Background: an optimization exercise with open tools, aiming at small area. Do not read the settings as production practice. In this exercise RTL edits were held to simulation tests only and were not proved equivalent to the original. No activity file was given, so power comes from the tool's default toggle rates.

==> inputs of job 6736 <==
## parking_management_system
module parking_management_system (
    input wire clk,
    input wire reset,
    input wire car_entered,
    input wire car_exited,
    input wire is_uni_car_entered,
    input wire is_uni_car_exited,
    output wire [9:0] uni_parked_car,
    output wire [9:0] parked_car,
    output wire [9:0] uni_vacated_space,
    output wire [9:0] vacated_space,
    output reg uni_is_vacated_space,
    output reg is_vacated_space
);
==> module parking_management_system, before the edit <==
module parking_management_system (
    input wire clk,
    input wire reset,
    input wire car_entered,
    input wire car_exited,
    input wire is_uni_car_entered,
    input wire is_uni_car_exited,
    output wire [9:0] uni_parked_car,
    output wire [9:0] parked_car,
    output wire [9:0] uni_vacated_space,
    output wire [9:0] vacated_space,
    output reg uni_is_vacated_space,
    output reg is_vacated_space
);
    reg [8:0] uni_cnt;
    reg [8:0] cnt;
    reg [11:0] lfsr;
    reg [2:0] stage;
    reg [2:0] quota;
    localparam [11:0] LFSR_RESET = 12'b011110001110;
    wire term = lfsr[11:7] == 5'b11100 && lfsr[5:0] == 6'b011101;
    wire fb = lfsr[11] ^ lfsr[5] ^ lfsr[3] ^ lfsr[0];
    wire [11:0] lfsr_next = {lfsr[10:9], lfsr[8] | term, lfsr[7:0], fb};
    wire uni_in   = car_entered & is_uni_car_entered;
    wire uni_out  = car_exited & is_uni_car_exited & ~uni_in;
    wire nuni_in  = car_entered & ~is_uni_car_entered & ~(car_exited & is_uni_car_exited);
    wire nuni_out = ~car_entered & car_exited & ~is_uni_car_exited;
    wire [9:0] ua = {1'b0, uni_cnt};
    wire [9:0] pa = {1'b0, cnt};
    genvar i;
    localparam [9:0] K = 10'd700;
    wire [9:0] cin;
    assign cin[0] = 1'b0;
    generate for (i = 1; i < 10; i = i + 1) begin : gk
        assign cin[i] = K[i-1] ? (ua[i-1] & pa[i-1]) : (ua[i-1] | pa[i-1]);
    end endgenerate
    wire room = ~&(ua ^ pa ^ K ^ ~cin);
    wire uni_full = &{uni_cnt[8:4], uni_cnt[2]};
    wire at_quota = (~quota[2] & ~quota[1] & (&{cnt[7:6], cnt[3]}))             
                  | (~quota[2] & quota[1] & (&{cnt[7:3], cnt[1]}))              
                  | (quota[2] & quota[1] & quota[0] & (&{cnt[8], cnt[5], cnt[3:2]}))   
                  | (quota[2] & quota[1] & ~quota[0] & (&{cnt[8], cnt[6], cnt[4:1]}))  
                  | (quota[2] & ~quota[1] & (&{cnt[8:4], cnt[2]}));             
    wire below_quota = ~at_quota;
    wire uni_inc = uni_in & ~uni_full & room;
    wire uni_dec = uni_out & (uni_cnt != 9'd0);
    wire inc = nuni_in & room & below_quota;
    wire dec = nuni_out & (cnt != 9'd0);
    wire [9:0] uni_up, uni_dn, up, dn;
    assign uni_up[0] = uni_inc;
    assign uni_dn[0] = uni_dec;
    assign up[0] = inc;
    assign dn[0] = dec;
    generate for (i = 0; i < 9; i = i + 1) begin : g
        assign uni_up[i+1] = uni_up[i] & uni_cnt[i];
        assign uni_dn[i+1] = uni_dn[i] & ~uni_cnt[i];
        assign up[i+1] = up[i] & cnt[i];
        assign dn[i+1] = dn[i] & ~cnt[i];
    end endgenerate
    wire [8:0] uni_next = uni_cnt ^ (uni_up[8:0] | uni_dn[8:0]);
    wire [8:0] next = cnt ^ (up[8:0] | dn[8:0]);
    always @(posedge clk or posedge reset) begin
        if (reset) begin
            uni_cnt <= 9'd0;
            cnt <= 9'd0;
            uni_is_vacated_space <= 1'b1;
            is_vacated_space <= 1'b1;
            lfsr <= LFSR_RESET;
            stage <= 3'd0;
            quota <= 3'd0;
        end else begin
            lfsr <= lfsr_next;
            if (term && stage != 3'b100)
                stage <= {stage[1:0], ~stage[2]};
            if (nuni_in)
                quota <= stage;
            uni_cnt <= uni_next;
            cnt <= next;
            if (uni_in | inc) begin
                uni_is_vacated_space <= ~uni_full & room;
                is_vacated_space <= below_quota & room;
            end else begin
                if (uni_dec)
                    uni_is_vacated_space <= 1'b1;
                if (dec)
                    is_vacated_space <= 1'b1;
            end
        end
    end
    localparam [9:0] UVK = 10'd500;
    localparam [9:0] VK = 10'd200;
    wire [10:0] ub, pb;
    assign ub[0] = 1'b0;
    assign pb[0] = 1'b0;
    generate for (i = 0; i < 10; i = i + 1) begin : s
        assign uni_vacated_space[i] = UVK[i] ^ ua[i] ^ ub[i];
        assign ub[i+1] = UVK[i] ? (ua[i] & ub[i]) : (ua[i] | ub[i]);
        assign vacated_space[i] = VK[i] ^ pa[i] ^ pb[i];
        assign pb[i+1] = VK[i] ? (pa[i] & pb[i]) : (pa[i] | pb[i]);
    end endgenerate
    assign uni_parked_car = ua;
    assign parked_car = pa;
endmodule
export LEC_CHECK = 0
export CAP_MARGIN = 20
export CORE_MARGIN = 2
export CORE_UTILIZATION = 40
export SLEW_MARGIN = 20
create_clock -name core_clock -period 5.0 [get_ports {clk}]
standard.sh (not shown) runs the stock make flow with config.mk's settings and CLKGATE_MAP_FILE= SYNTH_SCRIPT=/design/flow/synth_recipe.tcl, a recipe that flattens the netlist after the stock synthesis.
==> flow/flow/run.sh <==
#!/bin/bash
# The standard layout (bash standard.sh) with these changes:
#  - every port is buffered by the smallest buffer, sky130_fd_sc_hd__buf_1,
#    instead of the one buffer_ports picks by default;
#  - after the floorplan, flow/post_floorplan.tcl re-maps the combinational
#    logic for area (OpenROAD's restructure) and gives every combinational
#    cell its smallest drive strength (timing repair later sizes up
#    whatever needs it);
#  - clock tree synthesis builds the tree from clkbuf_4 cells and adds no
#    dummy load cells.
# The make output of the whole flow goes to standard.log here; ORFS keeps each
# step's own log under orfs/logs/.
set -euo pipefail
here=$(pwd)
export BUFFER_PORTS_ARGS="-buffer_cell sky130_fd_sc_hd__buf_1"
export CTS_ARGS="-sink_clustering_enable -repair_clock_nets -dont_use_dummy_load -buf_list sky130_fd_sc_hd__clkbuf_4"
export POST_FLOORPLAN_TCL="$here/flow/post_floorplan.tcl"
bash standard.sh > standard.log 2>&1
==> flow/flow/post_floorplan.tcl <==
# Area recovery after the floorplan, on the standard synthesis's netlist:
#  1. restructure (OpenROAD's rmp, through ABC) re-maps the combinational
#     logic between registers for area. Registers are left as they are.
#     Cells it leaves driving nothing are then removed.
#  2. every combinational cell gets the smallest-area drive strength of its
#     function (same cell name but for the _N suffix); timing repair later
#     sizes up whatever needs it.
set lib [lindex $::env(LIB_FILES) 0]
set rs_dir $::env(RESULTS_DIR)/restructure
file mkdir $rs_dir
report_design_area
restructure -liberty_file $lib -target area \
  -tielo_port sky130_fd_sc_hd__conb_1/LO -tiehi_port sky130_fd_sc_hd__conb_1/HI \
  -work_dir $rs_dir
# restructure can leave tie cells that drive nothing
eliminate_dead_logic
report_design_area

set db [ord::get_db]
set block [ord::get_db_block]
set swapped 0
foreach inst [$block getInsts] {
  set m [$inst getMaster]
  set name [$m getName]
  if { [$m isSequential] } { continue }
  if { ![regexp {^(sky130_fd_sc_hd__[a-z0-9]+)_([0-9]+)$} $name -> base drv] } { continue }
  if { [string match "*tap*" $base] || [string match "*fill*" $base] || [string match "*decap*" $base] || [string match "*conb*" $base] } { continue }
  set best $name
  set best_area [expr { [$m getWidth] * [$m getHeight] }]
  foreach d {0 1 2 3 4 6 8 12 16} {
    set c [$db findMaster ${base}_$d]
    if { $c == "NULL" || $c == "" } { continue }
    set a [expr { [$c getWidth] * [$c getHeight] }]
    if { $a < $best_area } { set best ${base}_$d; set best_area $a }
  }
  if { $best != $name } {
    replace_cell [get_cells [$inst getName]] [get_lib_cells */$best]
    incr swapped
  }
}
puts "post_floorplan: gave $swapped cells a smaller drive strength"
report_design_area
==> inputs of job 2045, as changes to job 6736 <==
==> flow/design.v (replaced) <==
module parking_management_system (
    input wire clk,
    input wire reset,
    input wire car_entered,
    input wire car_exited,
    input wire is_uni_car_entered,
    input wire is_uni_car_exited,
    output wire [9:0] uni_parked_car,
    output wire [9:0] parked_car,
    output wire [9:0] uni_vacated_space,
    output wire [9:0] vacated_space,
    output reg uni_is_vacated_space,
    output reg is_vacated_space
);
    reg [8:0] uni_cnt;
    reg [8:0] cnt;
    reg [11:0] lfsr;
    reg [2:0] stage;
    reg [2:0] quota;
    localparam [11:0] LFSR_RESET = 12'b011110001110;
    wire term = lfsr[11:7] == 5'b11100 && lfsr[5:0] == 6'b011101;
    wire fb = lfsr[11] ^ lfsr[5] ^ lfsr[3] ^ lfsr[0];
    wire [11:0] lfsr_next = {lfsr[10:9], lfsr[8] | term, lfsr[7:0], fb};
    wire uni_in   = car_entered & is_uni_car_entered;
    wire uni_out  = car_exited & is_uni_car_exited & ~uni_in;
    wire nuni_in  = car_entered & ~is_uni_car_entered & ~(car_exited & is_uni_car_exited);
    wire nuni_out = ~car_entered & car_exited & ~is_uni_car_exited;
    wire [9:0] total = uni_cnt + cnt;
    wire room = total < 10'd700;
    wire uni_full = uni_cnt == 9'd500;
    reg [8:0] quota_val;
    always @(*) begin
        case (quota)
            3'd2: quota_val = 9'd250;
            3'd3: quota_val = 9'd300;
            3'd4: quota_val = 9'd350;
            3'd5: quota_val = 9'd500;
            default: quota_val = 9'd200;
        endcase
    end
    wire below_quota = cnt < quota_val;
    wire uni_inc = uni_in & ~uni_full & room;
    wire uni_dec = uni_out & (uni_cnt != 9'd0);
    wire inc = nuni_in & room & below_quota;
    wire dec = nuni_out & (cnt != 9'd0);
    wire [9:0] uni_c, c;
    assign uni_c[0] = uni_inc | uni_dec;
    assign c[0] = inc | dec;
    genvar i;
    generate for (i = 0; i < 9; i = i + 1) begin : g
        assign uni_c[i+1] = uni_c[i] & (uni_cnt[i] ^ uni_dec);
        assign c[i+1] = c[i] & (cnt[i] ^ dec);
    end endgenerate
    wire [8:0] uni_tog = uni_c[8:0];
    wire [8:0] tog = c[8:0];
    always @(posedge clk or posedge reset) begin
        if (reset) begin
            uni_cnt <= 9'd0;
            cnt <= 9'd0;
            uni_is_vacated_space <= 1'b1;
            is_vacated_space <= 1'b1;
            lfsr <= LFSR_RESET;
            stage <= 3'd0;
            quota <= 3'd0;
        end else begin
            lfsr <= lfsr_next;
            if (term && stage != 3'd5)
                stage <= stage + 3'd1;
            if (nuni_in)
                quota <= stage;
            uni_cnt <= uni_cnt ^ uni_tog;
            cnt <= cnt ^ tog;
            if (uni_in) begin
                uni_is_vacated_space <= ~uni_full & room;
                is_vacated_space <= below_quota & room;
            end else if (uni_dec) begin
                uni_is_vacated_space <= 1'b1;
            end else if (inc) begin
                uni_is_vacated_space <= ~uni_full;
                is_vacated_space <= 1'b1;
            end else if (dec) begin
                is_vacated_space <= 1'b1;
            end
        end
    end
    assign uni_parked_car = {1'b0, uni_cnt};
    assign parked_car = {1'b0, cnt};
    assign uni_vacated_space = 10'd500 - {1'b0, uni_cnt};
    assign vacated_space = 10'd200 - {1'b0, cnt};
endmodule
==> flow/flow/run.sh (replaced) <==
#!/bin/bash
# The standard layout (bash standard.sh) with two changes:
#  - every port is buffered by the smallest buffer, sky130_fd_sc_hd__buf_1,
#    instead of the one buffer_ports picks by default;
#  - clock tree synthesis builds the tree from clkbuf_4 cells and adds no
#    dummy load cells.
# The make output of the whole flow goes to standard.log here; ORFS keeps each
# step's own log under orfs/logs/.
set -euo pipefail
export BUFFER_PORTS_ARGS="-buffer_cell sky130_fd_sc_hd__buf_1"
export CTS_ARGS="-sink_clustering_enable -repair_clock_nets -dont_use_dummy_load -buf_list sky130_fd_sc_hd__clkbuf_4"
bash standard.sh > standard.log 2>&1
removed: flow/flow/post_floorplan.tcl
==> inputs of job 3146, as changes to job 6736 <==
--- a/flow/design.v
+++ b/flow/design.v
@@ -27,20 +27,25 @@
     wire nuni_out = ~car_entered & car_exited & ~is_uni_car_exited;
     wire [9:0] ua = {1'b0, uni_cnt};
     wire [9:0] pa = {1'b0, cnt};
-    genvar i;
     localparam [9:0] K = 10'd700;
     wire [9:0] cin;
     assign cin[0] = 1'b0;
-    generate for (i = 1; i < 10; i = i + 1) begin : gk
-        assign cin[i] = K[i-1] ? (ua[i-1] & pa[i-1]) : (ua[i-1] | pa[i-1]);
+    genvar j;
+    generate for (j = 1; j < 10; j = j + 1) begin : gk
+        assign cin[j] = K[j-1] ? (ua[j-1] & pa[j-1]) : (ua[j-1] | pa[j-1]);
     end endgenerate
     wire room = ~&(ua ^ pa ^ K ^ ~cin);
     wire uni_full = &{uni_cnt[8:4], uni_cnt[2]};
-    wire at_quota = (~quota[2] & ~quota[1] & (&{cnt[7:6], cnt[3]}))             
-                  | (~quota[2] & quota[1] & (&{cnt[7:3], cnt[1]}))              
-                  | (quota[2] & quota[1] & quota[0] & (&{cnt[8], cnt[5], cnt[3:2]}))   
-                  | (quota[2] & quota[1] & ~quota[0] & (&{cnt[8], cnt[6], cnt[4:1]}))  
-                  | (quota[2] & ~quota[1] & (&{cnt[8:4], cnt[2]}));             
+    reg at_quota;
+    always @(*) begin
+        case (quota)
+            3'd2: at_quota = &{cnt[7:3], cnt[1]};                    
+            3'd3: at_quota = &{cnt[8], cnt[5], cnt[3:2]};            
+            3'd4: at_quota = &{cnt[8], cnt[6], cnt[4:1]};            
+            3'd5: at_quota = &{cnt[8:4], cnt[2]};                    
+            default: at_quota = &{cnt[7:6], cnt[3]};                 
+        endcase
+    end
     wire below_quota = ~at_quota;
     wire uni_inc = uni_in & ~uni_full & room;
     wire uni_dec = uni_out & (uni_cnt != 9'd0);
@@ -51,14 +56,13 @@
     assign uni_dn[0] = uni_dec;
     assign up[0] = inc;
     assign dn[0] = dec;
+    genvar i;
     generate for (i = 0; i < 9; i = i + 1) begin : g
         assign uni_up[i+1] = uni_up[i] & uni_cnt[i];
         assign uni_dn[i+1] = uni_dn[i] & ~uni_cnt[i];
         assign up[i+1] = up[i] & cnt[i];
         assign dn[i+1] = dn[i] & ~cnt[i];
     end endgenerate
-    wire [8:0] uni_next = uni_cnt ^ (uni_up[8:0] | uni_dn[8:0]);
-    wire [8:0] next = cnt ^ (up[8:0] | dn[8:0]);
     always @(posedge clk or posedge reset) begin
         if (reset) begin
             uni_cnt <= 9'd0;
@@ -70,20 +74,22 @@
             quota <= 3'd0;
         end else begin
             lfsr <= lfsr_next;
-            if (term && stage != 3'b100)
-                stage <= {stage[1:0], ~stage[2]};
+            if (term && stage != 3'd5)
+                stage <= stage + 3'd1;
             if (nuni_in)
                 quota <= stage;
-            uni_cnt <= uni_next;
-            cnt <= next;
-            if (uni_in | inc) begin
+            uni_cnt <= uni_cnt ^ uni_up[8:0] ^ uni_dn[8:0];
+            cnt <= cnt ^ up[8:0] ^ dn[8:0];
+            if (uni_in) begin
                 uni_is_vacated_space <= ~uni_full & room;
                 is_vacated_space <= below_quota & room;
-            end else begin
-                if (uni_dec)
-                    uni_is_vacated_space <= 1'b1;
-                if (dec)
-                    is_vacated_space <= 1'b1;
+            end else if (uni_dec) begin
+                uni_is_vacated_space <= 1'b1;
+            end else if (inc) begin
+                uni_is_vacated_space <= ~uni_full;
+                is_vacated_space <= 1'b1;
+            end else if (dec) begin
+                is_vacated_space <= 1'b1;
             end
         end
     end
--- a/flow/flow/run.sh
+++ b/flow/flow/run.sh
@@ -2,8 +2,7 @@
 # The standard layout (bash standard.sh) with these changes:
 #  - every port is buffered by the smallest buffer, sky130_fd_sc_hd__buf_1,
 #    instead of the one buffer_ports picks by default;
-#  - after the floorplan, flow/post_floorplan.tcl re-maps the combinational
-#    logic for area (OpenROAD's restructure) and gives every combinational
+#  - after the floorplan, flow/post_floorplan.tcl gives every combinational
 #    cell its smallest drive strength (timing repair later sizes up
 #    whatever needs it);
 #  - clock tree synthesis builds the tree from clkbuf_4 cells and adds no
==> flow/flow/post_floorplan.tcl (replaced) <==
# Give every combinational cell the smallest-area drive strength of its
# function (same cell name but for the _N suffix). Registers keep their cells.
set db [ord::get_db]
set block [ord::get_db_block]
set swapped 0
foreach inst [$block getInsts] {
  set m [$inst getMaster]
  set name [$m getName]
  if { [$m isSequential] } { continue }
  if { ![regexp {^(sky130_fd_sc_hd__[a-z0-9]+)_([0-9]+)$} $name -> base drv] } { continue }
  if { [string match "*tap*" $base] || [string match "*fill*" $base] || [string match "*decap*" $base] || [string match "*conb*" $base] } { continue }
  set best $name
  set best_area [expr { [$m getWidth] * [$m getHeight] }]
  foreach d {0 1 2 3 4 6 8 12 16} {
    set c [$db findMaster ${base}_$d]
    if { $c == "NULL" || $c == "" } { continue }
    set a [expr { [$c getWidth] * [$c getHeight] }]
    if { $a < $best_area } { set best ${base}_$d; set best_area $a }
  }
  if { $best != $name } {
    replace_cell [get_cells [$inst getName]] [get_lib_cells */$best]
    incr swapped
  }
}
puts "post_floorplan: gave $swapped cells a smaller drive strength"
==> comparison table <==
                                                                  job 3146                  job 2045                  job 6736
Outcome                                            complete, no violations   complete, no violations   complete, no violations
Clk Latency, worst-skew pair                                        350 ps                    350 ps                    340 ps
First-iteration detailed-routing DRC count                              61                        83                       153
Filler cell count                                                      579                       662                       563
Highest-delay cell along the critical path        sky130_fd_sc_hd__dfrtp_1  sky130_fd_sc_hd__a211o_1  sky130_fd_sc_hd__dfrtp_1
Met3 routing resource usage after global routing                    0.0478                    0.0210                    0.0271
Placeable core region                                          0.00585 mm²               0.00672 mm²               0.00551 mm²
CP Buf/Inv Count                                                         6                         0                         6
Cell internal pwr                                                   761 µW                    804 µW                    712 µW
IR drop worst, VDD                                                0.216 mV                  0.281 mV                  0.273 mV
Setup slack after layout                                           1310 ps                   1890 ps                   1270 ps
Cell area after technology mapping                             0.00239 mm²               0.00274 mm²               0.00229 mm²
Number of cells after detailed placement                               343                       399                       360
Final design area excluding fillers                            0.00264 mm²               0.00298 mm²               0.00237 mm²
Met3 routed wirelength                                              271 µm                    223 µm                    264 µm
Via count of the first global-routing pass                            1601                      2040                      1683
Max stage delay on crit path                                        450 ps                    410 ps                    500 ps
Number of distinct library cells after synthesis                        36                        57                        47

## separate check: timing with driven ports
How much do the figures lean on ideal ports? The routed layouts below were timed once more, with nothing changed but the port constraints. Step 1 assumes that a clkbuf_16 drives the clock port and a buf_2 every other input. Step 2, shift: input delay + t, output delay - t, t = (earliest + latest rising clock arrival at the registers) / 2. This alone moves slack from input paths to output paths. a / b / c = ideal ports / drivers / drivers and shift; a / b = the first two.
run | t (ns) | setup slack, ns | hold slack, ns | slew at the worst register clock pin (ns) | pins driven straight from the clock port
job 6736 | 0.361 | 1.269 / 1.245 / 1.482 | 0.370 / 0.370 / 0.370 | 0.11 / 0.11 | 1
job 2045 | 0.357 | 1.888 / 1.888 / 1.888 | 0.369 / 0.369 / 0.369 | 0.12 / 0.12 | 1
job 3146 | 0.366 | 1.314 / 1.290 / 1.406 | 0.369 / 0.369 / 0.369 | 0.11 / 0.11 | 1
After both steps setup and hold are still met in every run listed.
